Context: an optimization exercise on an open-source flow, tuned for small area and a short achievable clock period. The choices shown serve that exercise and are no tape-out recipe.
No functional check of the RTL was part of this run.
No activity file was given, so power comes from the tool's default toggle rates.

$ cat design/flow/config.mk
export PLATFORM = sky130hd
export DESIGN_NAME = FIR_Top
export DESIGN_NICKNAME = FIR_Top
export VERILOG_FILES = /design/flow/design.v
export SDC_FILE = /design/flow/constraint.sdc
export NUM_CORES = 4
export LEC_CHECK = 0
export CAP_MARGIN = 20
export CORE_MARGIN = 2
export CORE_UTILIZATION = 60
export SETUP_SLACK_MARGIN = 4.2
export SLEW_MARGIN = 20
export SYNTH_HIERARCHICAL = 1
export SYNTH_MINIMUM_KEEP_SIZE = 0
export TNS_END_PERCENT = 0
$ cat design/flow/constraint.sdc
create_clock -name core_clock -period 9.5 [get_ports {clk}]
set_input_delay 1.9000 -clock core_clock [delete_from_list [all_inputs] [get_ports {clk}]]
set_output_delay 1.9000 -clock core_clock [all_outputs]
set_load 0.01 [all_outputs]
$ cat design/flow/design.v
`timescale 1ns/1ps
module half_adder(input a,b,output sum,carry);
  assign sum = a ^ b;
  assign carry = a & b;
endmodule
`timescale 1ns/1ps
module full_adder( output sum,carry, input a,b,c);
  wire w1, w2, w3;
  half_adder HA1(.a(a), .b(b), .sum(w1), .carry(w2));
  half_adder HA2(.a(w1), .b(c), .sum(sum), .carry(w3));
  or or1(carry, w2, w3);
endmodule
`timescale 1ns/1ps
module RCA_16bit(output cout, output [15:0] sum, input [15:0] a, b);
    wire [14:0] c;
    full_adder F0(.a(a[0]), .b(b[0]), .c(1'b0), .sum(sum[0]), .carry(c[0]));
    full_adder F1(.a(a[1]), .b(b[1]), .c(c[0]), .sum(sum[1]), .carry(c[1]));
    full_adder F2(.a(a[2]), .b(b[2]), .c(c[1]), .sum(sum[2]), .carry(c[2]));
    full_adder F3(.a(a[3]), .b(b[3]), .c(c[2]), .sum(sum[3]), .carry(c[3]));
    full_adder F4(.a(a[4]), .b(b[4]), .c(c[3]), .sum(sum[4]), .carry(c[4]));
    full_adder F5(.a(a[5]), .b(b[5]), .c(c[4]), .sum(sum[5]), .carry(c[5]));
    full_adder F6(.a(a[6]), .b(b[6]), .c(c[5]), .sum(sum[6]), .carry(c[6]));
    full_adder F7(.a(a[7]), .b(b[7]), .c(c[6]), .sum(sum[7]), .carry(c[7]));
    full_adder F8(.a(a[8]), .b(b[8]), .c(c[7]), .sum(sum[8]), .carry(c[8]));
    full_adder F9(.a(a[9]), .b(b[9]), .c(c[8]), .sum(sum[9]), .carry(c[9]));
    full_adder F10(.a(a[10]), .b(b[10]), .c(c[9]), .sum(sum[10]), .carry(c[10]));
    full_adder F11(.a(a[11]), .b(b[11]), .c(c[10]), .sum(sum[11]), .carry(c[11]));
    full_adder F12(.a(a[12]), .b(b[12]), .c(c[11]), .sum(sum[12]), .carry(c[12]));
    full_adder F13(.a(a[13]), .b(b[13]), .c(c[12]), .sum(sum[13]), .carry(c[13]));
    full_adder F14(.a(a[14]), .b(b[14]), .c(c[13]), .sum(sum[14]), .carry(c[14]));
    full_adder F15(.a(a[15]), .b(b[15]), .c(c[14]), .sum(sum[15]), .carry(cout));
endmodule
`timescale 1ns/1ps
module d_ff(input clk,input [15:0]d,output reg [15:0]q);
  always@(posedge clk)
      q<=d;       
endmodule         
`timescale 1ns / 1ps
module Braun_Multiplier(
    input [7:0] a, b,
    output [15:0] p
);
    wire [15:0] sum_0, sum_1, sum_2, sum_3, sum_4, sum_5, sum_6, sum_7;
    wire [7:0] partial_product[7:0];
    genvar i, j;
    generate
        for (i = 0; i < 8; i = i + 1) begin
            for (j = 0; j < 8; j = j + 1) begin
                assign partial_product[i][j] = a[i] & b[j];   
            end
        end
    endgenerate
    assign sum_0 = {8'b0, partial_product[0]};
    assign sum_1 = {partial_product[1], 1'b0} + sum_0;
    assign sum_2 = {partial_product[2], 2'b0} + sum_1;
    assign sum_3 = {partial_product[3], 3'b0} + sum_2;
    assign sum_4 = {partial_product[4], 4'b0} + sum_3;
    assign sum_5 = {partial_product[5], 5'b0} + sum_4;
    assign sum_6 = {partial_product[6], 6'b0} + sum_5;
    assign sum_7 = {partial_product[7], 7'b0} + sum_6;
    assign p = sum_7;
endmodule
module FIR_Top(input clk, input [7:0] Xin, H0, H1, H2, output reg [15:0] Yout);
  reg [15:0] Q1;
  reg [15:0] Q2;
  wire a1 = ~(Xin[0] & H2[0]);
  wire a2 = ~(Xin[0] & H2[1]);
  wire a3 = ~(Xin[0] & H2[2]);
  wire a4 = ~(Xin[0] & H2[3]);
  wire a5 = ~(Xin[0] & H2[4]);
  wire a6 = ~(Xin[0] & H2[5]);
  wire a7 = ~(Xin[0] & H2[6]);
  wire a8 = ~(Xin[0] & H2[7]);
  wire a9 = ~(Xin[1] & H2[0]);
  wire a10 = ~(Xin[1] & H2[1]);
  wire a11 = ~(Xin[1] & H2[2]);
  wire a12 = ~(Xin[1] & H2[3]);
  wire a13 = ~(Xin[1] & H2[4]);
  wire a14 = ~(Xin[1] & H2[5]);
  wire a15 = ~(Xin[1] & H2[6]);
  wire a16 = ~(Xin[1] & H2[7]);
  wire a17 = ~(Xin[2] & H2[0]);
  wire a18 = ~(Xin[2] & H2[1]);
  wire a19 = ~(Xin[2] & H2[2]);
  wire a20 = ~(Xin[2] & H2[3]);
  wire a21 = ~(Xin[2] & H2[4]);
  wire a22 = ~(Xin[2] & H2[5]);
  wire a23 = ~(Xin[2] & H2[6]);
  wire a24 = ~(Xin[2] & H2[7]);
  wire a25 = ~(Xin[3] & H2[0]);
  wire a26 = ~(Xin[3] & H2[1]);
  wire a27 = ~(Xin[3] & H2[2]);
  wire a28 = ~(Xin[3] & H2[3]);
  wire a29 = ~(Xin[3] & H2[4]);
  wire a30 = ~(Xin[3] & H2[5]);
  wire a31 = ~(Xin[3] & H2[6]);
  wire a32 = ~(Xin[3] & H2[7]);
  wire a33 = ~(Xin[4] & H2[0]);
  wire a34 = ~(Xin[4] & H2[1]);
  wire a35 = ~(Xin[4] & H2[2]);
  wire a36 = ~(Xin[4] & H2[3]);
  wire a37 = ~(Xin[4] & H2[4]);
  wire a38 = ~(Xin[4] & H2[5]);
  wire a39 = ~(Xin[4] & H2[6]);
  wire a40 = ~(Xin[4] & H2[7]);
  wire a41 = ~(Xin[5] & H2[0]);
  wire a42 = ~(Xin[5] & H2[1]);
  wire a43 = ~(Xin[5] & H2[2]);
  wire a44 = ~(Xin[5] & H2[3]);
  wire a45 = ~(Xin[5] & H2[4]);
  wire a46 = ~(Xin[5] & H2[5]);
  wire a47 = ~(Xin[5] & H2[6]);
  wire a48 = ~(Xin[5] & H2[7]);
  wire a49 = ~(Xin[6] & H2[0]);
  wire a50 = ~(Xin[6] & H2[1]);
  wire a51 = ~(Xin[6] & H2[2]);
  wire a52 = ~(Xin[6] & H2[3]);
  wire a53 = ~(Xin[6] & H2[4]);
  wire a54 = ~(Xin[6] & H2[5]);
  wire a55 = ~(Xin[6] & H2[6]);
  wire a56 = ~(Xin[6] & H2[7]);
  wire a57 = ~(Xin[7] & H2[0]);
  wire a58 = ~(Xin[7] & H2[1]);
  wire a59 = ~(Xin[7] & H2[2]);
  wire a60 = ~(Xin[7] & H2[3]);
  wire a61 = ~(Xin[7] & H2[4]);
  wire a62 = ~(Xin[7] & H2[5]);
  wire a63 = ~(Xin[7] & H2[6]);
  wire a64 = ~(Xin[7] & H2[7]);
  wire s65;
  fir_xnor2 u65 (.a(a7), .b(a14), .y(s65));
  wire c66;
  fir_or2 u66 (.a(a7), .b(a14), .y(c66));
  wire s67, c67;
  fir_fa u67 (.a(a8), .b(a15), .c(a22), .s(s67), .co(c67));
  wire s68;
  fir_xnor2 u68 (.a(a29), .b(a36), .y(s68));
  wire c69;
  fir_or2 u69 (.a(a29), .b(a36), .y(c69));
  wire s70, c70;
  fir_fa u70 (.a(a16), .b(a23), .c(a30), .s(s70), .co(c70));
  wire s71;
  fir_xnor2 u71 (.a(a37), .b(a44), .y(s71));
  wire c72;
  fir_or2 u72 (.a(a37), .b(a44), .y(c72));
  wire s73, c73;
  fir_fa u73 (.a(a24), .b(a31), .c(a38), .s(s73), .co(c73));
  wire s74;
  fir_xnor2 u74 (.a(a5), .b(a12), .y(s74));
  wire c75;
  fir_or2 u75 (.a(a5), .b(a12), .y(c75));
  wire s76, c76;
  fir_fa u76 (.a(a6), .b(a13), .c(a20), .s(s76), .co(c76));
  wire s77;
  fir_xnor2 u77 (.a(a27), .b(a34), .y(s77));
  wire c78;
  fir_or2 u78 (.a(a27), .b(a34), .y(c78));
  wire s79, c79;
  fir_fa u79 (.a(a21), .b(a28), .c(a35), .s(s79), .co(c79));
  wire s80, c80;
  fir_fa u80 (.a(a42), .b(a49), .c(s65), .s(s80), .co(c80));
  wire s81, c81;
  fir_fa u81 (.a(a43), .b(a50), .c(a57), .s(s81), .co(c81));
  wire s82, c82;
  fir_fa u82 (.a(c66), .b(s68), .c(s67), .s(s82), .co(c82));
  wire s83, c83;
  fir_fa u83 (.a(a51), .b(a58), .c(c69), .s(s83), .co(c83));
  wire s84, c84;
  fir_fa u84 (.a(s71), .b(c67), .c(s70), .s(s84), .co(c84));
  wire s85, c85;
  fir_fa u85 (.a(a45), .b(a52), .c(a59), .s(s85), .co(c85));
  wire s86, c86;
  fir_fa u86 (.a(c72), .b(c70), .c(s73), .s(s86), .co(c86));
  wire s87, c87;
  fir_fa u87 (.a(a32), .b(a39), .c(a46), .s(s87), .co(c87));
  wire s88, c88;
  fir_fa u88 (.a(a53), .b(a60), .c(c73), .s(s88), .co(c88));
  wire s89, c89;
  fir_fa u89 (.a(a40), .b(a47), .c(a54), .s(s89), .co(c89));
  wire s90;
  fir_xnor2 u90 (.a(a4), .b(a11), .y(s90));
  wire c91;
  fir_or2 u91 (.a(a4), .b(a11), .y(c91));
  wire s92, c92;
  fir_fa u92 (.a(a19), .b(a26), .c(a33), .s(s92), .co(c92));
  wire s93, c93;
  fir_fa u93 (.a(a41), .b(c75), .c(s77), .s(s93), .co(c93));
  wire s94, c94;
  fir_fa u94 (.a(c78), .b(c76), .c(s79), .s(s94), .co(c94));
  wire s95, c95;
  fir_fa u95 (.a(c79), .b(s81), .c(c80), .s(s95), .co(c95));
  wire s96, c96;
  fir_fa u96 (.a(c81), .b(s83), .c(c82), .s(s96), .co(c96));
  wire s97, c97;
  fir_fa u97 (.a(s85), .b(c83), .c(c84), .s(s97), .co(c97));
  wire s98, c98;
  fir_fa u98 (.a(c85), .b(s87), .c(c86), .s(s98), .co(c98));
  wire s99, c99;
  fir_fa u99 (.a(a61), .b(c87), .c(s89), .s(s99), .co(c99));
  wire s100, c100;
  fir_fa u100 (.a(a48), .b(a55), .c(a62), .s(s100), .co(c100));
  wire s101;
  fir_xnor2 u101 (.a(a3), .b(a10), .y(s101));
  wire c102;
  fir_or2 u102 (.a(a3), .b(a10), .y(c102));
  wire s103, c103;
  fir_fa u103 (.a(a18), .b(a25), .c(s90), .s(s103), .co(c103));
  wire s104, c104;
  fir_fa u104 (.a(c91), .b(s74), .c(s92), .s(s104), .co(c104));
  wire s105, c105;
  fir_fa u105 (.a(c92), .b(s76), .c(s93), .s(s105), .co(c105));
  wire s106, c106;
  fir_fa u106 (.a(c93), .b(s80), .c(s94), .s(s106), .co(c106));
  wire s107, c107;
  fir_fa u107 (.a(c94), .b(s82), .c(s95), .s(s107), .co(c107));
  wire s108, c108;
  fir_fa u108 (.a(s84), .b(c95), .c(s96), .s(s108), .co(c108));
  wire s109, c109;
  fir_fa u109 (.a(s86), .b(c96), .c(s97), .s(s109), .co(c109));
  wire s110, c110;
  fir_fa u110 (.a(s88), .b(c97), .c(s98), .s(s110), .co(c110));
  wire s111, c111;
  fir_fa u111 (.a(c88), .b(s99), .c(c98), .s(s111), .co(c111));
  wire s112, c112;
  fir_fa u112 (.a(c89), .b(s100), .c(c99), .s(s112), .co(c112));
  wire s113, c113;
  fir_fa u113 (.a(a56), .b(a63), .c(c100), .s(s113), .co(c113));
  wire p114;
  fir_xor2 u114 (.a(a2), .b(a9), .y(p114));
  wire g115;
  fir_nor2 u115 (.a(a2), .b(a9), .y(g115));
  wire p116;
  fir_xor2 u116 (.a(s101), .b(a17), .y(p116));
  wire g117;
  fir_nor2 u117 (.a(s101), .b(a17), .y(g117));
  wire p118;
  fir_xor2 u118 (.a(c102), .b(s103), .y(p118));
  wire g119;
  fir_nor2 u119 (.a(c102), .b(s103), .y(g119));
  wire p120;
  fir_xor2 u120 (.a(c103), .b(s104), .y(p120));
  wire g121;
  fir_nor2 u121 (.a(c103), .b(s104), .y(g121));
  wire p122;
  fir_xor2 u122 (.a(c104), .b(s105), .y(p122));
  wire g123;
  fir_nor2 u123 (.a(c104), .b(s105), .y(g123));
  wire p124;
  fir_xor2 u124 (.a(c105), .b(s106), .y(p124));
  wire g125;
  fir_nor2 u125 (.a(c105), .b(s106), .y(g125));
  wire p126;
  fir_xor2 u126 (.a(c106), .b(s107), .y(p126));
  wire g127;
  fir_nor2 u127 (.a(c106), .b(s107), .y(g127));
  wire p128;
  fir_xor2 u128 (.a(c107), .b(s108), .y(p128));
  wire g129;
  fir_nor2 u129 (.a(c107), .b(s108), .y(g129));
  wire p130;
  fir_xor2 u130 (.a(c108), .b(s109), .y(p130));
  wire g131;
  fir_nor2 u131 (.a(c108), .b(s109), .y(g131));
  wire p132;
  fir_xor2 u132 (.a(c109), .b(s110), .y(p132));
  wire g133;
  fir_nor2 u133 (.a(c109), .b(s110), .y(g133));
  wire p134;
  fir_xor2 u134 (.a(c110), .b(s111), .y(p134));
  wire g135;
  fir_nor2 u135 (.a(c110), .b(s111), .y(g135));
  wire p136;
  fir_xor2 u136 (.a(c111), .b(s112), .y(p136));
  wire g137;
  fir_nor2 u137 (.a(c111), .b(s112), .y(g137));
  wire p138;
  fir_xor2 u138 (.a(c112), .b(s113), .y(p138));
  wire g139;
  fir_nor2 u139 (.a(c112), .b(s113), .y(g139));
  wire p140;
  fir_xor2 u140 (.a(c113), .b(a64), .y(p140));
  wire g141;
  fir_nor2 u141 (.a(c113), .b(a64), .y(g141));
  wire G142 = g115 | (p114 & 1'b0);
  wire G143 = g117 | (p116 & G142);
  wire G144 = g119 | (p118 & G143);
  wire G145 = g121 | (p120 & G144);
  wire G146 = g123 | (p122 & G145);
  wire G147 = g125 | (p124 & G146);
  wire G148 = g127 | (p126 & G147);
  wire G149 = g131 | (p130 & g129);
  wire P150 = p130 & p128;
  wire G151 = g135 | (p134 & g133);
  wire P152 = p134 & p132;
  wire G153 = g139 | (p138 & g137);
  wire P154 = p138 & p136;
  wire G155 = 1'b0 | (1'b0 & g141);
  wire P156 = 1'b0 & p140;
  wire G157 = g133 | (p132 & G149);
  wire P158 = p132 & P150;
  wire G159 = G151 | (P152 & G149);
  wire P160 = P152 & P150;
  wire G161 = g141 | (p140 & G153);
  wire P162 = p140 & P154;
  wire G163 = G155 | (P156 & G153);
  wire P164 = P156 & P154;
  wire G165 = g137 | (p136 & G159);
  wire P166 = p136 & P160;
  wire G167 = G153 | (P154 & G159);
  wire P168 = P154 & P160;
  wire G169 = G161 | (P162 & G159);
  wire P170 = P162 & P160;
  wire G171 = G163 | (P164 & G159);
  wire P172 = P164 & P160;
  wire G173 = g129 | (p128 & G148);
  wire G174 = G149 | (P150 & G148);
  wire G175 = G157 | (P158 & G148);
  wire G176 = G159 | (P160 & G148);
  wire G177 = G165 | (P166 & G148);
  wire G178 = G167 | (P168 & G148);
  wire G179 = G169 | (P170 & G148);
  wire G180 = G171 | (P172 & G148);
  wire y181 = ~(~a1);
  wire y182 = ~(p114);
  wire y183;
  fir_xnor2 u183 (.a(p116), .b(G142), .y(y183));
  wire y184;
  fir_xnor2 u184 (.a(p118), .b(G143), .y(y184));
  wire y185;
  fir_xnor2 u185 (.a(p120), .b(G144), .y(y185));
  wire y186;
  fir_xnor2 u186 (.a(p122), .b(G145), .y(y186));
  wire y187;
  fir_xnor2 u187 (.a(p124), .b(G146), .y(y187));
  wire y188;
  fir_xnor2 u188 (.a(p126), .b(G147), .y(y188));
  wire y189;
  fir_xnor2 u189 (.a(p128), .b(G148), .y(y189));
  wire y190;
  fir_xnor2 u190 (.a(p130), .b(G173), .y(y190));
  wire y191;
  fir_xnor2 u191 (.a(p132), .b(G174), .y(y191));
  wire y192;
  fir_xnor2 u192 (.a(p134), .b(G175), .y(y192));
  wire y193;
  fir_xnor2 u193 (.a(p136), .b(G176), .y(y193));
  wire y194;
  fir_xnor2 u194 (.a(p138), .b(G177), .y(y194));
  wire y195;
  fir_xnor2 u195 (.a(p140), .b(G178), .y(y195));
  wire y196;
  fir_xnor2 u196 (.a(1'b0), .b(G179), .y(y196));
  wire a197 = ~(Xin[0] & H1[0]);
  wire a198 = ~(Xin[0] & H1[1]);
  wire a199 = ~(Xin[0] & H1[2]);
  wire a200 = ~(Xin[0] & H1[3]);
  wire a201 = ~(Xin[0] & H1[4]);
  wire a202 = ~(Xin[0] & H1[5]);
  wire a203 = ~(Xin[0] & H1[6]);
  wire a204 = ~(Xin[0] & H1[7]);
  wire a205 = ~(Xin[1] & H1[0]);
  wire a206 = ~(Xin[1] & H1[1]);
  wire a207 = ~(Xin[1] & H1[2]);
  wire a208 = ~(Xin[1] & H1[3]);
  wire a209 = ~(Xin[1] & H1[4]);
  wire a210 = ~(Xin[1] & H1[5]);
  wire a211 = ~(Xin[1] & H1[6]);
  wire a212 = ~(Xin[1] & H1[7]);
  wire a213 = ~(Xin[2] & H1[0]);
  wire a214 = ~(Xin[2] & H1[1]);
  wire a215 = ~(Xin[2] & H1[2]);
  wire a216 = ~(Xin[2] & H1[3]);
  wire a217 = ~(Xin[2] & H1[4]);
  wire a218 = ~(Xin[2] & H1[5]);
  wire a219 = ~(Xin[2] & H1[6]);
  wire a220 = ~(Xin[2] & H1[7]);
  wire a221 = ~(Xin[3] & H1[0]);
  wire a222 = ~(Xin[3] & H1[1]);
  wire a223 = ~(Xin[3] & H1[2]);
  wire a224 = ~(Xin[3] & H1[3]);
  wire a225 = ~(Xin[3] & H1[4]);
  wire a226 = ~(Xin[3] & H1[5]);
  wire a227 = ~(Xin[3] & H1[6]);
  wire a228 = ~(Xin[3] & H1[7]);
  wire a229 = ~(Xin[4] & H1[0]);
  wire a230 = ~(Xin[4] & H1[1]);
  wire a231 = ~(Xin[4] & H1[2]);
  wire a232 = ~(Xin[4] & H1[3]);
  wire a233 = ~(Xin[4] & H1[4]);
  wire a234 = ~(Xin[4] & H1[5]);
  wire a235 = ~(Xin[4] & H1[6]);
  wire a236 = ~(Xin[4] & H1[7]);
  wire a237 = ~(Xin[5] & H1[0]);
  wire a238 = ~(Xin[5] & H1[1]);
  wire a239 = ~(Xin[5] & H1[2]);
  wire a240 = ~(Xin[5] & H1[3]);
  wire a241 = ~(Xin[5] & H1[4]);
  wire a242 = ~(Xin[5] & H1[5]);
  wire a243 = ~(Xin[5] & H1[6]);
  wire a244 = ~(Xin[5] & H1[7]);
  wire a245 = ~(Xin[6] & H1[0]);
  wire a246 = ~(Xin[6] & H1[1]);
  wire a247 = ~(Xin[6] & H1[2]);
  wire a248 = ~(Xin[6] & H1[3]);
  wire a249 = ~(Xin[6] & H1[4]);
  wire a250 = ~(Xin[6] & H1[5]);
  wire a251 = ~(Xin[6] & H1[6]);
  wire a252 = ~(Xin[6] & H1[7]);
  wire a253 = ~(Xin[7] & H1[0]);
  wire a254 = ~(Xin[7] & H1[1]);
  wire a255 = ~(Xin[7] & H1[2]);
  wire a256 = ~(Xin[7] & H1[3]);
  wire a257 = ~(Xin[7] & H1[4]);
  wire a258 = ~(Xin[7] & H1[5]);
  wire a259 = ~(Xin[7] & H1[6]);
  wire a260 = ~(Xin[7] & H1[7]);
  wire s261;
  fir_xnor2 u261 (.a(Q1[5]), .b(a202), .y(s261));
  wire c262;
  fir_or2 u262 (.a(Q1[5]), .b(a202), .y(c262));
  wire s263, c263;
  fir_fa u263 (.a(Q1[6]), .b(a203), .c(a210), .s(s263), .co(c263));
  wire s264;
  fir_xnor2 u264 (.a(a217), .b(a224), .y(s264));
  wire c265;
  fir_or2 u265 (.a(a217), .b(a224), .y(c265));
  wire s266, c266;
  fir_fa u266 (.a(Q1[7]), .b(a204), .c(a211), .s(s266), .co(c266));
  wire s267, c267;
  fir_fa u267 (.a(a218), .b(a225), .c(a232), .s(s267), .co(c267));
  wire s268;
  fir_xnor2 u268 (.a(a239), .b(a246), .y(s268));
  wire c269;
  fir_or2 u269 (.a(a239), .b(a246), .y(c269));
  wire s270, c270;
  fir_fa u270 (.a(Q1[8]), .b(a212), .c(a219), .s(s270), .co(c270));
  wire s271, c271;
  fir_fa u271 (.a(a226), .b(a233), .c(a240), .s(s271), .co(c271));
  wire s272;
  fir_xnor2 u272 (.a(a247), .b(a254), .y(s272));
  wire c273;
  fir_or2 u273 (.a(a247), .b(a254), .y(c273));
  wire s274, c274;
  fir_fa u274 (.a(Q1[9]), .b(a220), .c(a227), .s(s274), .co(c274));
  wire s275, c275;
  fir_fa u275 (.a(a234), .b(a241), .c(a248), .s(s275), .co(c275));
  wire s276, c276;
  fir_fa u276 (.a(Q1[10]), .b(a228), .c(a235), .s(s276), .co(c276));
  wire s277;
  fir_xnor2 u277 (.a(Q1[3]), .b(a200), .y(s277));
  wire c278;
  fir_or2 u278 (.a(Q1[3]), .b(a200), .y(c278));
  wire s279, c279;
  fir_fa u279 (.a(Q1[4]), .b(a201), .c(a208), .s(s279), .co(c279));
  wire s280;
  fir_xnor2 u280 (.a(a215), .b(a222), .y(s280));
  wire c281;
  fir_or2 u281 (.a(a215), .b(a222), .y(c281));
  wire s282, c282;
  fir_fa u282 (.a(a209), .b(a216), .c(a223), .s(s282), .co(c282));
  wire s283, c283;
  fir_fa u283 (.a(a230), .b(a237), .c(s261), .s(s283), .co(c283));
  wire s284, c284;
  fir_fa u284 (.a(a231), .b(a238), .c(a245), .s(s284), .co(c284));
  wire s285, c285;
  fir_fa u285 (.a(c262), .b(s264), .c(s263), .s(s285), .co(c285));
  wire s286, c286;
  fir_fa u286 (.a(a253), .b(c265), .c(s268), .s(s286), .co(c286));
  wire s287, c287;
  fir_fa u287 (.a(c263), .b(s266), .c(s267), .s(s287), .co(c287));
  wire s288, c288;
  fir_fa u288 (.a(c269), .b(s272), .c(c266), .s(s288), .co(c288));
  wire s289, c289;
  fir_fa u289 (.a(c267), .b(s270), .c(s271), .s(s289), .co(c289));
  wire s290, c290;
  fir_fa u290 (.a(a255), .b(c273), .c(c270), .s(s290), .co(c290));
  wire s291, c291;
  fir_fa u291 (.a(c271), .b(s274), .c(s275), .s(s291), .co(c291));
  wire s292, c292;
  fir_fa u292 (.a(a242), .b(a249), .c(a256), .s(s292), .co(c292));
  wire s293, c293;
  fir_fa u293 (.a(c274), .b(c275), .c(s276), .s(s293), .co(c293));
  wire s294, c294;
  fir_fa u294 (.a(Q1[11]), .b(a236), .c(a243), .s(s294), .co(c294));
  wire s295, c295;
  fir_fa u295 (.a(a250), .b(a257), .c(c276), .s(s295), .co(c295));
  wire s296, c296;
  fir_fa u296 (.a(Q1[12]), .b(a244), .c(a251), .s(s296), .co(c296));
  wire s297;
  fir_xnor2 u297 (.a(Q1[2]), .b(a199), .y(s297));
  wire c298;
  fir_or2 u298 (.a(Q1[2]), .b(a199), .y(c298));
  wire s299, c299;
  fir_fa u299 (.a(a207), .b(a214), .c(a221), .s(s299), .co(c299));
  wire s300, c300;
  fir_fa u300 (.a(a229), .b(c278), .c(s280), .s(s300), .co(c300));
  wire s301, c301;
  fir_fa u301 (.a(c281), .b(c279), .c(s282), .s(s301), .co(c301));
  wire s302, c302;
  fir_fa u302 (.a(c282), .b(s284), .c(c283), .s(s302), .co(c302));
  wire s303, c303;
  fir_fa u303 (.a(c284), .b(s286), .c(c285), .s(s303), .co(c303));
  wire s304, c304;
  fir_fa u304 (.a(c286), .b(c287), .c(s288), .s(s304), .co(c304));
  wire s305, c305;
  fir_fa u305 (.a(c288), .b(c289), .c(s290), .s(s305), .co(c305));
  wire s306, c306;
  fir_fa u306 (.a(s292), .b(c290), .c(c291), .s(s306), .co(c306));
  wire s307, c307;
  fir_fa u307 (.a(c292), .b(s294), .c(c293), .s(s307), .co(c307));
  wire s308, c308;
  fir_fa u308 (.a(a258), .b(c294), .c(s296), .s(s308), .co(c308));
  wire s309, c309;
  fir_fa u309 (.a(Q1[13]), .b(a252), .c(a259), .s(s309), .co(c309));
  wire s310;
  fir_xnor2 u310 (.a(Q1[1]), .b(a198), .y(s310));
  wire c311;
  fir_or2 u311 (.a(Q1[1]), .b(a198), .y(c311));
  wire s312, c312;
  fir_fa u312 (.a(a206), .b(a213), .c(s297), .s(s312), .co(c312));
  wire s313, c313;
  fir_fa u313 (.a(c298), .b(s277), .c(s299), .s(s313), .co(c313));
  wire s314, c314;
  fir_fa u314 (.a(c299), .b(s279), .c(s300), .s(s314), .co(c314));
  wire s315, c315;
  fir_fa u315 (.a(c300), .b(s283), .c(s301), .s(s315), .co(c315));
  wire s316, c316;
  fir_fa u316 (.a(c301), .b(s285), .c(s302), .s(s316), .co(c316));
  wire s317, c317;
  fir_fa u317 (.a(s287), .b(c302), .c(s303), .s(s317), .co(c317));
  wire s318, c318;
  fir_fa u318 (.a(s289), .b(c303), .c(s304), .s(s318), .co(c318));
  wire s319, c319;
  fir_fa u319 (.a(s291), .b(c304), .c(s305), .s(s319), .co(c319));
  wire s320, c320;
  fir_fa u320 (.a(s293), .b(c305), .c(s306), .s(s320), .co(c320));
  wire s321, c321;
  fir_fa u321 (.a(s295), .b(c306), .c(s307), .s(s321), .co(c321));
  wire s322, c322;
  fir_fa u322 (.a(c295), .b(s308), .c(c307), .s(s322), .co(c322));
  wire s323, c323;
  fir_fa u323 (.a(c296), .b(s309), .c(c308), .s(s323), .co(c323));
  wire s324, c324;
  fir_fa u324 (.a(Q1[14]), .b(a260), .c(c309), .s(s324), .co(c324));
  wire p325;
  fir_xor2 u325 (.a(Q1[0]), .b(a197), .y(p325));
  wire g326;
  fir_nor2 u326 (.a(Q1[0]), .b(a197), .y(g326));
  wire p327;
  fir_xor2 u327 (.a(s310), .b(a205), .y(p327));
  wire g328;
  fir_nor2 u328 (.a(s310), .b(a205), .y(g328));
  wire p329;
  fir_xor2 u329 (.a(c311), .b(s312), .y(p329));
  wire g330;
  fir_nor2 u330 (.a(c311), .b(s312), .y(g330));
  wire p331;
  fir_xor2 u331 (.a(c312), .b(s313), .y(p331));
  wire g332;
  fir_nor2 u332 (.a(c312), .b(s313), .y(g332));
  wire p333;
  fir_xor2 u333 (.a(c313), .b(s314), .y(p333));
  wire g334;
  fir_nor2 u334 (.a(c313), .b(s314), .y(g334));
  wire p335;
  fir_xor2 u335 (.a(c314), .b(s315), .y(p335));
  wire g336;
  fir_nor2 u336 (.a(c314), .b(s315), .y(g336));
  wire p337;
  fir_xor2 u337 (.a(c315), .b(s316), .y(p337));
  wire g338;
  fir_nor2 u338 (.a(c315), .b(s316), .y(g338));
  wire p339;
  fir_xor2 u339 (.a(c316), .b(s317), .y(p339));
  wire g340;
  fir_nor2 u340 (.a(c316), .b(s317), .y(g340));
  wire p341;
  fir_xor2 u341 (.a(c317), .b(s318), .y(p341));
  wire g342;
  fir_nor2 u342 (.a(c317), .b(s318), .y(g342));
  wire p343;
  fir_xor2 u343 (.a(c318), .b(s319), .y(p343));
  wire g344;
  fir_nor2 u344 (.a(c318), .b(s319), .y(g344));
  wire p345;
  fir_xor2 u345 (.a(c319), .b(s320), .y(p345));
  wire g346;
  fir_nor2 u346 (.a(c319), .b(s320), .y(g346));
  wire p347;
  fir_xor2 u347 (.a(c320), .b(s321), .y(p347));
  wire g348;
  fir_nor2 u348 (.a(c320), .b(s321), .y(g348));
  wire p349;
  fir_xor2 u349 (.a(c321), .b(s322), .y(p349));
  wire g350;
  fir_nor2 u350 (.a(c321), .b(s322), .y(g350));
  wire p351;
  fir_xor2 u351 (.a(c322), .b(s323), .y(p351));
  wire g352;
  fir_nor2 u352 (.a(c322), .b(s323), .y(g352));
  wire p353;
  fir_xor2 u353 (.a(c323), .b(s324), .y(p353));
  wire g354;
  fir_nor2 u354 (.a(c323), .b(s324), .y(g354));
  wire p355;
  fir_xor2 u355 (.a(c324), .b(Q1[15]), .y(p355));
  wire g356;
  fir_nor2 u356 (.a(c324), .b(Q1[15]), .y(g356));
  wire G357 = g328 | (p327 & g326);
  wire G358 = g330 | (p329 & G357);
  wire G359 = g332 | (p331 & G358);
  wire G360 = g334 | (p333 & G359);
  wire G361 = g336 | (p335 & G360);
  wire G362 = g338 | (p337 & G361);
  wire G363 = g340 | (p339 & G362);
  wire G364 = g344 | (p343 & g342);
  wire P365 = p343 & p341;
  wire G366 = g348 | (p347 & g346);
  wire P367 = p347 & p345;
  wire G368 = g352 | (p351 & g350);
  wire P369 = p351 & p349;
  wire G370 = g356 | (p355 & g354);
  wire P371 = p355 & p353;
  wire G372 = g346 | (p345 & G364);
  wire P373 = p345 & P365;
  wire G374 = G366 | (P367 & G364);
  wire P375 = P367 & P365;
  wire G376 = g354 | (p353 & G368);
  wire P377 = p353 & P369;
  wire G378 = G370 | (P371 & G368);
  wire P379 = P371 & P369;
  wire G380 = g350 | (p349 & G374);
  wire P381 = p349 & P375;
  wire G382 = G368 | (P369 & G374);
  wire P383 = P369 & P375;
  wire G384 = G376 | (P377 & G374);
  wire P385 = P377 & P375;
  wire G386 = G378 | (P379 & G374);
  wire P387 = P379 & P375;
  wire G388 = g342 | (p341 & G363);
  wire G389 = G364 | (P365 & G363);
  wire G390 = G372 | (P373 & G363);
  wire G391 = G374 | (P375 & G363);
  wire G392 = G380 | (P381 & G363);
  wire G393 = G382 | (P383 & G363);
  wire G394 = G384 | (P385 & G363);
  wire G395 = G386 | (P387 & G363);
  wire y396 = ~(p325);
  wire y397;
  fir_xnor2 u397 (.a(p327), .b(g326), .y(y397));
  wire y398;
  fir_xnor2 u398 (.a(p329), .b(G357), .y(y398));
  wire y399;
  fir_xnor2 u399 (.a(p331), .b(G358), .y(y399));
  wire y400;
  fir_xnor2 u400 (.a(p333), .b(G359), .y(y400));
  wire y401;
  fir_xnor2 u401 (.a(p335), .b(G360), .y(y401));
  wire y402;
  fir_xnor2 u402 (.a(p337), .b(G361), .y(y402));
  wire y403;
  fir_xnor2 u403 (.a(p339), .b(G362), .y(y403));
  wire y404;
  fir_xnor2 u404 (.a(p341), .b(G363), .y(y404));
  wire y405;
  fir_xnor2 u405 (.a(p343), .b(G388), .y(y405));
  wire y406;
  fir_xnor2 u406 (.a(p345), .b(G389), .y(y406));
  wire y407;
  fir_xnor2 u407 (.a(p347), .b(G390), .y(y407));
  wire y408;
  fir_xnor2 u408 (.a(p349), .b(G391), .y(y408));
  wire y409;
  fir_xnor2 u409 (.a(p351), .b(G392), .y(y409));
  wire y410;
  fir_xnor2 u410 (.a(p353), .b(G393), .y(y410));
  wire y411;
  fir_xnor2 u411 (.a(p355), .b(G394), .y(y411));
  wire a412 = ~(Xin[0] & H0[0]);
  wire a413 = ~(Xin[0] & H0[1]);
  wire a414 = ~(Xin[0] & H0[2]);
  wire a415 = ~(Xin[0] & H0[3]);
  wire a416 = ~(Xin[0] & H0[4]);
  wire a417 = ~(Xin[0] & H0[5]);
  wire a418 = ~(Xin[0] & H0[6]);
  wire a419 = ~(Xin[0] & H0[7]);
  wire a420 = ~(Xin[1] & H0[0]);
  wire a421 = ~(Xin[1] & H0[1]);
  wire a422 = ~(Xin[1] & H0[2]);
  wire a423 = ~(Xin[1] & H0[3]);
  wire a424 = ~(Xin[1] & H0[4]);
  wire a425 = ~(Xin[1] & H0[5]);
  wire a426 = ~(Xin[1] & H0[6]);
  wire a427 = ~(Xin[1] & H0[7]);
  wire a428 = ~(Xin[2] & H0[0]);
  wire a429 = ~(Xin[2] & H0[1]);
  wire a430 = ~(Xin[2] & H0[2]);
  wire a431 = ~(Xin[2] & H0[3]);
  wire a432 = ~(Xin[2] & H0[4]);
  wire a433 = ~(Xin[2] & H0[5]);
  wire a434 = ~(Xin[2] & H0[6]);
  wire a435 = ~(Xin[2] & H0[7]);
  wire a436 = ~(Xin[3] & H0[0]);
  wire a437 = ~(Xin[3] & H0[1]);
  wire a438 = ~(Xin[3] & H0[2]);
  wire a439 = ~(Xin[3] & H0[3]);
  wire a440 = ~(Xin[3] & H0[4]);
  wire a441 = ~(Xin[3] & H0[5]);
  wire a442 = ~(Xin[3] & H0[6]);
  wire a443 = ~(Xin[3] & H0[7]);
  wire a444 = ~(Xin[4] & H0[0]);
  wire a445 = ~(Xin[4] & H0[1]);
  wire a446 = ~(Xin[4] & H0[2]);
  wire a447 = ~(Xin[4] & H0[3]);
  wire a448 = ~(Xin[4] & H0[4]);
  wire a449 = ~(Xin[4] & H0[5]);
  wire a450 = ~(Xin[4] & H0[6]);
  wire a451 = ~(Xin[4] & H0[7]);
  wire a452 = ~(Xin[5] & H0[0]);
  wire a453 = ~(Xin[5] & H0[1]);
  wire a454 = ~(Xin[5] & H0[2]);
  wire a455 = ~(Xin[5] & H0[3]);
  wire a456 = ~(Xin[5] & H0[4]);
  wire a457 = ~(Xin[5] & H0[5]);
  wire a458 = ~(Xin[5] & H0[6]);
  wire a459 = ~(Xin[5] & H0[7]);
  wire a460 = ~(Xin[6] & H0[0]);
  wire a461 = ~(Xin[6] & H0[1]);
  wire a462 = ~(Xin[6] & H0[2]);
  wire a463 = ~(Xin[6] & H0[3]);
  wire a464 = ~(Xin[6] & H0[4]);
  wire a465 = ~(Xin[6] & H0[5]);
  wire a466 = ~(Xin[6] & H0[6]);
  wire a467 = ~(Xin[6] & H0[7]);
  wire a468 = ~(Xin[7] & H0[0]);
  wire a469 = ~(Xin[7] & H0[1]);
  wire a470 = ~(Xin[7] & H0[2]);
  wire a471 = ~(Xin[7] & H0[3]);
  wire a472 = ~(Xin[7] & H0[4]);
  wire a473 = ~(Xin[7] & H0[5]);
  wire a474 = ~(Xin[7] & H0[6]);
  wire a475 = ~(Xin[7] & H0[7]);
  wire s476;
  fir_xnor2 u476 (.a(Q2[5]), .b(a417), .y(s476));
  wire c477;
  fir_or2 u477 (.a(Q2[5]), .b(a417), .y(c477));
  wire s478, c478;
  fir_fa u478 (.a(Q2[6]), .b(a418), .c(a425), .s(s478), .co(c478));
  wire s479;
  fir_xnor2 u479 (.a(a432), .b(a439), .y(s479));
  wire c480;
  fir_or2 u480 (.a(a432), .b(a439), .y(c480));
  wire s481, c481;
  fir_fa u481 (.a(Q2[7]), .b(a419), .c(a426), .s(s481), .co(c481));
  wire s482, c482;
  fir_fa u482 (.a(a433), .b(a440), .c(a447), .s(s482), .co(c482));
  wire s483;
  fir_xnor2 u483 (.a(a454), .b(a461), .y(s483));
  wire c484;
  fir_or2 u484 (.a(a454), .b(a461), .y(c484));
  wire s485, c485;
  fir_fa u485 (.a(Q2[8]), .b(a427), .c(a434), .s(s485), .co(c485));
  wire s486, c486;
  fir_fa u486 (.a(a441), .b(a448), .c(a455), .s(s486), .co(c486));
  wire s487;
  fir_xnor2 u487 (.a(a462), .b(a469), .y(s487));
  wire c488;
  fir_or2 u488 (.a(a462), .b(a469), .y(c488));
  wire s489, c489;
  fir_fa u489 (.a(Q2[9]), .b(a435), .c(a442), .s(s489), .co(c489));
  wire s490, c490;
  fir_fa u490 (.a(a449), .b(a456), .c(a463), .s(s490), .co(c490));
  wire s491, c491;
  fir_fa u491 (.a(Q2[10]), .b(a443), .c(a450), .s(s491), .co(c491));
  wire s492;
  fir_xnor2 u492 (.a(Q2[3]), .b(a415), .y(s492));
  wire c493;
  fir_or2 u493 (.a(Q2[3]), .b(a415), .y(c493));
  wire s494, c494;
  fir_fa u494 (.a(Q2[4]), .b(a416), .c(a423), .s(s494), .co(c494));
  wire s495;
  fir_xnor2 u495 (.a(a430), .b(a437), .y(s495));
  wire c496;
  fir_or2 u496 (.a(a430), .b(a437), .y(c496));
  wire s497, c497;
  fir_fa u497 (.a(a424), .b(a431), .c(a438), .s(s497), .co(c497));
  wire s498, c498;
  fir_fa u498 (.a(a445), .b(a452), .c(s476), .s(s498), .co(c498));
  wire s499, c499;
  fir_fa u499 (.a(a446), .b(a453), .c(a460), .s(s499), .co(c499));
  wire s500, c500;
  fir_fa u500 (.a(c477), .b(s479), .c(s478), .s(s500), .co(c500));
  wire s501, c501;
  fir_fa u501 (.a(a468), .b(c480), .c(s483), .s(s501), .co(c501));
  wire s502, c502;
  fir_fa u502 (.a(c478), .b(s481), .c(s482), .s(s502), .co(c502));
  wire s503, c503;
  fir_fa u503 (.a(c484), .b(s487), .c(c481), .s(s503), .co(c503));
  wire s504, c504;
  fir_fa u504 (.a(c482), .b(s485), .c(s486), .s(s504), .co(c504));
  wire s505, c505;
  fir_fa u505 (.a(a470), .b(c488), .c(c485), .s(s505), .co(c505));
  wire s506, c506;
  fir_fa u506 (.a(c486), .b(s489), .c(s490), .s(s506), .co(c506));
  wire s507, c507;
  fir_fa u507 (.a(a457), .b(a464), .c(a471), .s(s507), .co(c507));
  wire s508, c508;
  fir_fa u508 (.a(c489), .b(c490), .c(s491), .s(s508), .co(c508));
  wire s509, c509;
  fir_fa u509 (.a(Q2[11]), .b(a451), .c(a458), .s(s509), .co(c509));
  wire s510, c510;
  fir_fa u510 (.a(a465), .b(a472), .c(c491), .s(s510), .co(c510));
  wire s511, c511;
  fir_fa u511 (.a(Q2[12]), .b(a459), .c(a466), .s(s511), .co(c511));
  wire s512;
  fir_xnor2 u512 (.a(Q2[2]), .b(a414), .y(s512));
  wire c513;
  fir_or2 u513 (.a(Q2[2]), .b(a414), .y(c513));
  wire s514, c514;
  fir_fa u514 (.a(a422), .b(a429), .c(a436), .s(s514), .co(c514));
  wire s515, c515;
  fir_fa u515 (.a(a444), .b(c493), .c(s495), .s(s515), .co(c515));
  wire s516, c516;
  fir_fa u516 (.a(c496), .b(c494), .c(s497), .s(s516), .co(c516));
  wire s517, c517;
  fir_fa u517 (.a(c497), .b(s499), .c(c498), .s(s517), .co(c517));
  wire s518, c518;
  fir_fa u518 (.a(c499), .b(s501), .c(c500), .s(s518), .co(c518));
  wire s519, c519;
  fir_fa u519 (.a(c501), .b(c502), .c(s503), .s(s519), .co(c519));
  wire s520, c520;
  fir_fa u520 (.a(c503), .b(c504), .c(s505), .s(s520), .co(c520));
  wire s521, c521;
  fir_fa u521 (.a(s507), .b(c505), .c(c506), .s(s521), .co(c521));
  wire s522, c522;
  fir_fa u522 (.a(c507), .b(s509), .c(c508), .s(s522), .co(c522));
  wire s523, c523;
  fir_fa u523 (.a(a473), .b(c509), .c(s511), .s(s523), .co(c523));
  wire s524, c524;
  fir_fa u524 (.a(Q2[13]), .b(a467), .c(a474), .s(s524), .co(c524));
  wire s525;
  fir_xnor2 u525 (.a(Q2[1]), .b(a413), .y(s525));
  wire c526;
  fir_or2 u526 (.a(Q2[1]), .b(a413), .y(c526));
  wire s527, c527;
  fir_fa u527 (.a(a421), .b(a428), .c(s512), .s(s527), .co(c527));
  wire s528, c528;
  fir_fa u528 (.a(c513), .b(s492), .c(s514), .s(s528), .co(c528));
  wire s529, c529;
  fir_fa u529 (.a(c514), .b(s494), .c(s515), .s(s529), .co(c529));
  wire s530, c530;
  fir_fa u530 (.a(c515), .b(s498), .c(s516), .s(s530), .co(c530));
  wire s531, c531;
  fir_fa u531 (.a(c516), .b(s500), .c(s517), .s(s531), .co(c531));
  wire s532, c532;
  fir_fa u532 (.a(s502), .b(c517), .c(s518), .s(s532), .co(c532));
  wire s533, c533;
  fir_fa u533 (.a(s504), .b(c518), .c(s519), .s(s533), .co(c533));
  wire s534, c534;
  fir_fa u534 (.a(s506), .b(c519), .c(s520), .s(s534), .co(c534));
  wire s535, c535;
  fir_fa u535 (.a(s508), .b(c520), .c(s521), .s(s535), .co(c535));
  wire s536, c536;
  fir_fa u536 (.a(s510), .b(c521), .c(s522), .s(s536), .co(c536));
  wire s537, c537;
  fir_fa u537 (.a(c510), .b(s523), .c(c522), .s(s537), .co(c537));
  wire s538, c538;
  fir_fa u538 (.a(c511), .b(s524), .c(c523), .s(s538), .co(c538));
  wire s539, c539;
  fir_fa u539 (.a(Q2[14]), .b(a475), .c(c524), .s(s539), .co(c539));
  wire p540;
  fir_xor2 u540 (.a(Q2[0]), .b(a412), .y(p540));
  wire g541;
  fir_nor2 u541 (.a(Q2[0]), .b(a412), .y(g541));
  wire p542;
  fir_xor2 u542 (.a(s525), .b(a420), .y(p542));
  wire g543;
  fir_nor2 u543 (.a(s525), .b(a420), .y(g543));
  wire p544;
  fir_xor2 u544 (.a(c526), .b(s527), .y(p544));
  wire g545;
  fir_nor2 u545 (.a(c526), .b(s527), .y(g545));
  wire p546;
  fir_xor2 u546 (.a(c527), .b(s528), .y(p546));
  wire g547;
  fir_nor2 u547 (.a(c527), .b(s528), .y(g547));
  wire p548;
  fir_xor2 u548 (.a(c528), .b(s529), .y(p548));
  wire g549;
  fir_nor2 u549 (.a(c528), .b(s529), .y(g549));
  wire p550;
  fir_xor2 u550 (.a(c529), .b(s530), .y(p550));
  wire g551;
  fir_nor2 u551 (.a(c529), .b(s530), .y(g551));
  wire p552;
  fir_xor2 u552 (.a(c530), .b(s531), .y(p552));
  wire g553;
  fir_nor2 u553 (.a(c530), .b(s531), .y(g553));
  wire p554;
  fir_xor2 u554 (.a(c531), .b(s532), .y(p554));
  wire g555;
  fir_nor2 u555 (.a(c531), .b(s532), .y(g555));
  wire p556;
  fir_xor2 u556 (.a(c532), .b(s533), .y(p556));
  wire g557;
  fir_nor2 u557 (.a(c532), .b(s533), .y(g557));
  wire p558;
  fir_xor2 u558 (.a(c533), .b(s534), .y(p558));
  wire g559;
  fir_nor2 u559 (.a(c533), .b(s534), .y(g559));
  wire p560;
  fir_xor2 u560 (.a(c534), .b(s535), .y(p560));
  wire g561;
  fir_nor2 u561 (.a(c534), .b(s535), .y(g561));
  wire p562;
  fir_xor2 u562 (.a(c535), .b(s536), .y(p562));
  wire g563;
  fir_nor2 u563 (.a(c535), .b(s536), .y(g563));
  wire p564;
  fir_xor2 u564 (.a(c536), .b(s537), .y(p564));
  wire g565;
  fir_nor2 u565 (.a(c536), .b(s537), .y(g565));
  wire p566;
  fir_xor2 u566 (.a(c537), .b(s538), .y(p566));
  wire g567;
  fir_nor2 u567 (.a(c537), .b(s538), .y(g567));
  wire p568;
  fir_xor2 u568 (.a(c538), .b(s539), .y(p568));
  wire g569;
  fir_nor2 u569 (.a(c538), .b(s539), .y(g569));
  wire p570;
  fir_xor2 u570 (.a(c539), .b(Q2[15]), .y(p570));
  wire g571;
  fir_nor2 u571 (.a(c539), .b(Q2[15]), .y(g571));
  wire G572 = g543 | (p542 & g541);
  wire G573 = g545 | (p544 & G572);
  wire G574 = g547 | (p546 & G573);
  wire G575 = g549 | (p548 & G574);
  wire G576 = g551 | (p550 & G575);
  wire G577 = g553 | (p552 & G576);
  wire G578 = g555 | (p554 & G577);
  wire G579 = g559 | (p558 & g557);
  wire P580 = p558 & p556;
  wire G581 = g563 | (p562 & g561);
  wire P582 = p562 & p560;
  wire G583 = g567 | (p566 & g565);
  wire P584 = p566 & p564;
  wire G585 = g571 | (p570 & g569);
  wire P586 = p570 & p568;
  wire G587 = g561 | (p560 & G579);
  wire P588 = p560 & P580;
  wire G589 = G581 | (P582 & G579);
  wire P590 = P582 & P580;
  wire G591 = g569 | (p568 & G583);
  wire P592 = p568 & P584;
  wire G593 = G585 | (P586 & G583);
  wire P594 = P586 & P584;
  wire G595 = g565 | (p564 & G589);
  wire P596 = p564 & P590;
  wire G597 = G583 | (P584 & G589);
  wire P598 = P584 & P590;
  wire G599 = G591 | (P592 & G589);
  wire P600 = P592 & P590;
  wire G601 = G593 | (P594 & G589);
  wire P602 = P594 & P590;
  wire G603 = g557 | (p556 & G578);
  wire G604 = G579 | (P580 & G578);
  wire G605 = G587 | (P588 & G578);
  wire G606 = G589 | (P590 & G578);
  wire G607 = G595 | (P596 & G578);
  wire G608 = G597 | (P598 & G578);
  wire G609 = G599 | (P600 & G578);
  wire G610 = G601 | (P602 & G578);
  wire y611 = (p540);
  wire y612;
  fir_xor2 u612 (.a(p542), .b(g541), .y(y612));
  wire y613;
  fir_xor2 u613 (.a(p544), .b(G572), .y(y613));
  wire y614;
  fir_xor2 u614 (.a(p546), .b(G573), .y(y614));
  wire y615;
  fir_xor2 u615 (.a(p548), .b(G574), .y(y615));
  wire y616;
  fir_xor2 u616 (.a(p550), .b(G575), .y(y616));
  wire y617;
  fir_xor2 u617 (.a(p552), .b(G576), .y(y617));
  wire y618;
  fir_xor2 u618 (.a(p554), .b(G577), .y(y618));
  wire y619;
  fir_xor2 u619 (.a(p556), .b(G578), .y(y619));
  wire y620;
  fir_xor2 u620 (.a(p558), .b(G603), .y(y620));
  wire y621;
  fir_xor2 u621 (.a(p560), .b(G604), .y(y621));
  wire y622;
  fir_xor2 u622 (.a(p562), .b(G605), .y(y622));
  wire y623;
  fir_xor2 u623 (.a(p564), .b(G606), .y(y623));
  wire y624;
  fir_xor2 u624 (.a(p566), .b(G607), .y(y624));
  wire y625;
  fir_xor2 u625 (.a(p568), .b(G608), .y(y625));
  wire y626;
  fir_xor2 u626 (.a(p570), .b(G609), .y(y626));
  always @(posedge clk) begin
    Q1 <= {y196, y195, y194, y193, y192, y191, y190, y189, y188, y187, y186, y185, y184, y183, y182, y181};
    Q2 <= {y411, y410, y409, y408, y407, y406, y405, y404, y403, y402, y401, y400, y399, y398, y397, y396};
    Yout <= {y626, y625, y624, y623, y622, y621, y620, y619, y618, y617, y616, y615, y614, y613, y612, y611};
  end
endmodule
module fir_fa(input a, b, c, output s, co);
  assign s = a ^ b ^ c;
  assign co = (a & b) | (a & c) | (b & c);
endmodule
module fir_nor2(input a, b, output y);
  assign y = ~(a | b);
endmodule
module fir_or2(input a, b, output y);
  assign y = a | b;
endmodule
module fir_xnor2(input a, b, output y);
  assign y = ~(a ^ b);
endmodule
module fir_xor2(input a, b, output y);
  assign y = a ^ b;
endmodule
$ cat design/flow/run.sh
#!/bin/bash
# synth_recipe.tcl (not shown) runs the flow's synth.tcl, then flattens the netlist and writes it again
# the make line also repeats each setting of config.mk as NAME=value (left out here)
make -C /OpenROAD-flow-scripts/flow DESIGN_CONFIG=/design/flow/config.mk WORK_HOME=/design/flow/orfs CLKGATE_MAP_FILE= SYNTH_SCRIPT=/design/flow/synth_recipe.tcl finish
==> results.tsv <==
metric	value	unit
status	complete, no violations	
Primary FF master, synth	dfxtp_1	
R2R Setup Slk	5900	ps
setup_tns	0	ps
#FFs+latches synth	48	
Sw Pwr	1.35	mW
sequential power share	13.3	%
crit path time final	5240	ps
Worst-Skew Late Latency	320	ps
Root Buffer	clkbuf_8	
Pleak	2.89	nW
pre-CTS setup slack	2890	ps
gpl congestion	0.814	
ys async rst share	0	%
CP Launch Type	primary input	
WS Path Type	primary input to flip-flop	
Residual DRC	0	
DRT iter0 DRCs	242	
unrepaired setup endpoints after global routing	yes	
Sw Ratio	46.4	%
Die Y	108	um
Mapped Avg Cell Area	9.20	um^2
Cell variety after synth	30	
area delta synth->final	13.5	%
initial antenna violation count	0	
hold slack final	480	ps
HPWL after DPL	9830	um
Port Buffers	48	
FP Rows	37	
CTS Sinks	48	
synthesized cell area	6470	um^2
Cells after Synth	703	
crit share post-route	55.2	%
synth warn	7	
number of buffers created by CTS	5	
Layout Nets	894	
pwr/cell area	397	nW/um^2
Fin. Hold Viols	0	
HP Start	Q2[0]$_DFF_P_	
Die Footprint	11600	um^2
syn nets	867	
Placeable Area	10400	um^2
IO Count	49	
Avg WL per Cell	15.2	um
htree depth	2	
Seq/Total Area, Yosys	14.9	%
pin count of the biggest net entering global routing	25	
maximum fanout along the worst path	8	
CP endpoint kind	flip-flop	
critical path required time	9740	ps
Clock Tree Buf Depth	2	
Total Wirelength	13200	um
vias per cell	5.49	
Int Pwr	1.56	mW
clock transition at the registers of the reported paths	110	ps
crit path DAT	5480	ps
Worst R2R Start	Q1[8]$_DFF_P_	
clock power share	5.5	%
via count	4763	
first-pass GRT wire length	23800	um
Logic pwr share	81.2	%
ANT cells	0	
setup-violating endpoint count in the final report	0	
antenna-violating nets left	0	
Final Max Tran Viols	0	
clk_skew	15.7	ps
crit path launch	H0[4]	
layout cells sized above 1	8.62	%
Fmax	191	MHz
DR pass1 iterations	5	
final setup margin	4260	ps
chip width	108	um
initial core utilization	62.1	%
vias in the first global route	5184	
max_cap viols	0	
maximum VDD drop	0.000409	V
number of synthesized flops with an enable pin	0	
CTS tree	built	
GR Overflow Total	0	
worst min path class	flip-flop to flip-flop	
Global Route Usage Sum	25.9	%
## layout make-up
type	instances	area [um^2]
clock buffers	5	68.8
clock inverters	3	47.5
fillers	804	3070
inverters	8	30.0
multi-input cells	607	5420
flip-flops and latches	48	961
well taps	136	170
repair buffers	60	642
## Yosys cell counts (3+ instances only)
| library cell | number | area share [%] |
|---|---|---|
| nand3_1 | 3 | 0.23 |
| nor3_1 | 3 | 0.23 |
| xor2_1 | 61 | 8.3 |
| nand2_1 | 201 | 12 |
| nor2_1 | 51 | 3.0 |
| o21bai_1 | 4 | 0.46 |
| xnor2_1 | 52 | 7.0 |
| a21o_1 | 25 | 2.9 |
| a21oi_1 | 8 | 0.62 |
| clkbuf_1 | 24 | 1.4 |
| o21ai_0 | 7 | 0.54 |
| buf_1 | 16 | 0.93 |
| nand2b_1 | 5 | 0.48 |
| fa_1 | 131 | 41 |
| and2_1 | 4 | 0.39 |
| o21a_1 | 7 | 0.81 |
| or2_1 | 23 | 2.2 |
| inv_1 | 8 | 0.46 |
| dfxtp_1 | 48 | 15 |
| nand4_1 | 5 | 0.48 |
## per-module statistics from Yosys (local to each module, per instance)
module | flip-flops and latches | times used | cell area [um^2] | cells inside
FIR_Top | 48 | 1 | 2550 | 392
fir_fa | 0 | 131 | 20.0 | 1
fir_nor2 | 0 | 44 | 3.75 | 1
fir_or2 | 0 | 23 | 6.26 | 1
fir_xnor2 | 0 | 52 | 8.76 | 1
fir_xor2 | 0 | 61 | 8.76 | 1
## state kept, by name, summed over array words and instances (netlist names)
register / flops
Q1: 16
Q2: 16
Yout: 16
## path summary, 6_finish.rpt
kind | endpoint | cells after the start
max reg2reg | Q2[15]$_DFF_P_ | 11
min reg2reg | Yout[0]$_DFF_P_ | 1
max | Yout[13]$_DFF_P_ | 12
min | Yout[0]$_DFF_P_ | 1
## critical path, stage by stage
cell and delay [ps]:
clkdlybuf4s15_2 300, nand2_1 120, fa_1 500, fa_1 420
fa_1 480, fa_1 550, xor2_2 200, nand3_1 120
o32a_4 360, o21ai_2 200, o31a_1 160, xor2_1 150
## metal layers
metal | share of wire, % | vias up | global-route usage (%) | wire length [um]
li1 | - | 2218 | - | -
met1 | 44 | 2383 | 35.3 | 5790
met2 | 49 | 142 | 43.9 | 6420
met3 | 6.2 | 20 | 4.12 | 816
met4 | 1.3 | 0 | 5.86 | 166
met5 | 0 | - | 0 | 0
## kinds of logic (layout without fill, tap and decap cells)
family / Yosys count / count (layout) / synth area share (%)
AO/OA/AOI/OAI: 66 / 66 / 7.68
other: 1 / 1 / 0.0580
adder cells (fa/ha/maj): 131 / 131 / 40.5
flip-flops: 48 / 48 / 14.9
XOR/XNOR: 113 / 113 / 15.3
buffers and inverters: 48 / 76 / 2.79
AND/OR/NAND/NOR: 296 / 296 / 18.8
## what timing repair did
| action | CTS | global route |
|---|---|---|
| buffers inserted | 0 | 6 |
| hold buffers | 0 | 0 |
| gates resized for setup | 86 | 48 |
| cloned | 3 | 0 |
| endpoints found under the setup margin | 27 | 16 |
| pin swaps | 1 | 10 |
## power by group through the flow
stage	clock [mW]	sequential [mW]	combinational (mW)
floorplan	0	0.402	1.75
global placement	0	0.396	2.10
detailed placement	0	0.393	2.15
CTS	0.163	0.390	2.20
global route	0.170	0.403	2.65
finish	0.159	0.389	2.37
## through the flow
step	instance area, um^2	instances	util, %	total power, mW
2_1_floorplan	6520	703	-	2.15
3_3_place_gp	7010	850	67.3	2.50
3_5_place_dp	7010	850	67.3	2.54
4_1_cts	7270	861	69.8	2.76
5_1_grt	7340	867	70.5	3.23
6_report	7340	867	70.5	2.92
## layout by cell type (no fill, tap or decap), drive strengths merged, types with 2 or more instances in the layout
master and instances:
clkdlybuf4s15 6, a21oi 8, o21ai 11, o21a 7, nor3 3, or2 23
dlymetal6s2s 5, clkbuf 13, o21bai 6, nor2 51, clkinv 2, bufbuf 3
a211oi 2, inv 8, dlygate4sd2 2, xnor2 52, and2 4, a21o 25
buf 19, fa 131, clkdlybuf4s50 16, nand3 3, o32a 2, xor2 61
o31a 2, o211ai 2, nand4 5, nand2 201, nand2b 5, dfxtp 48

[what the ideal ports hide]
In the flow no input, the clock included, has a driving cell. The finished layout below was timed again as built, in two steps.
Step 1, drivers: a clkbuf_16 drives clk and a buf_2 each remaining input, both assumed.
Step 2 adds t to the input delays and takes it off the output delays; t is the mean of the earliest and latest rising clock arrival at the registers after step 1. Input paths then give back, and output paths get back, about the clock's delay inside the block.
a / b / c = ideal / step 1 / step 2; a / b = the first two.
shift t [ns]: 0.343
setup slack, ns: 4.259 / 4.265 / 3.922
hold slack, ns: 0.480 / 0.480 / 0.480
worst slew at a driven data input, ns: 0.05
After both steps setup and hold are still met in this run. The setup slack of this run moves by +0.006 ns with the drivers and by -0.337 ns with both steps.
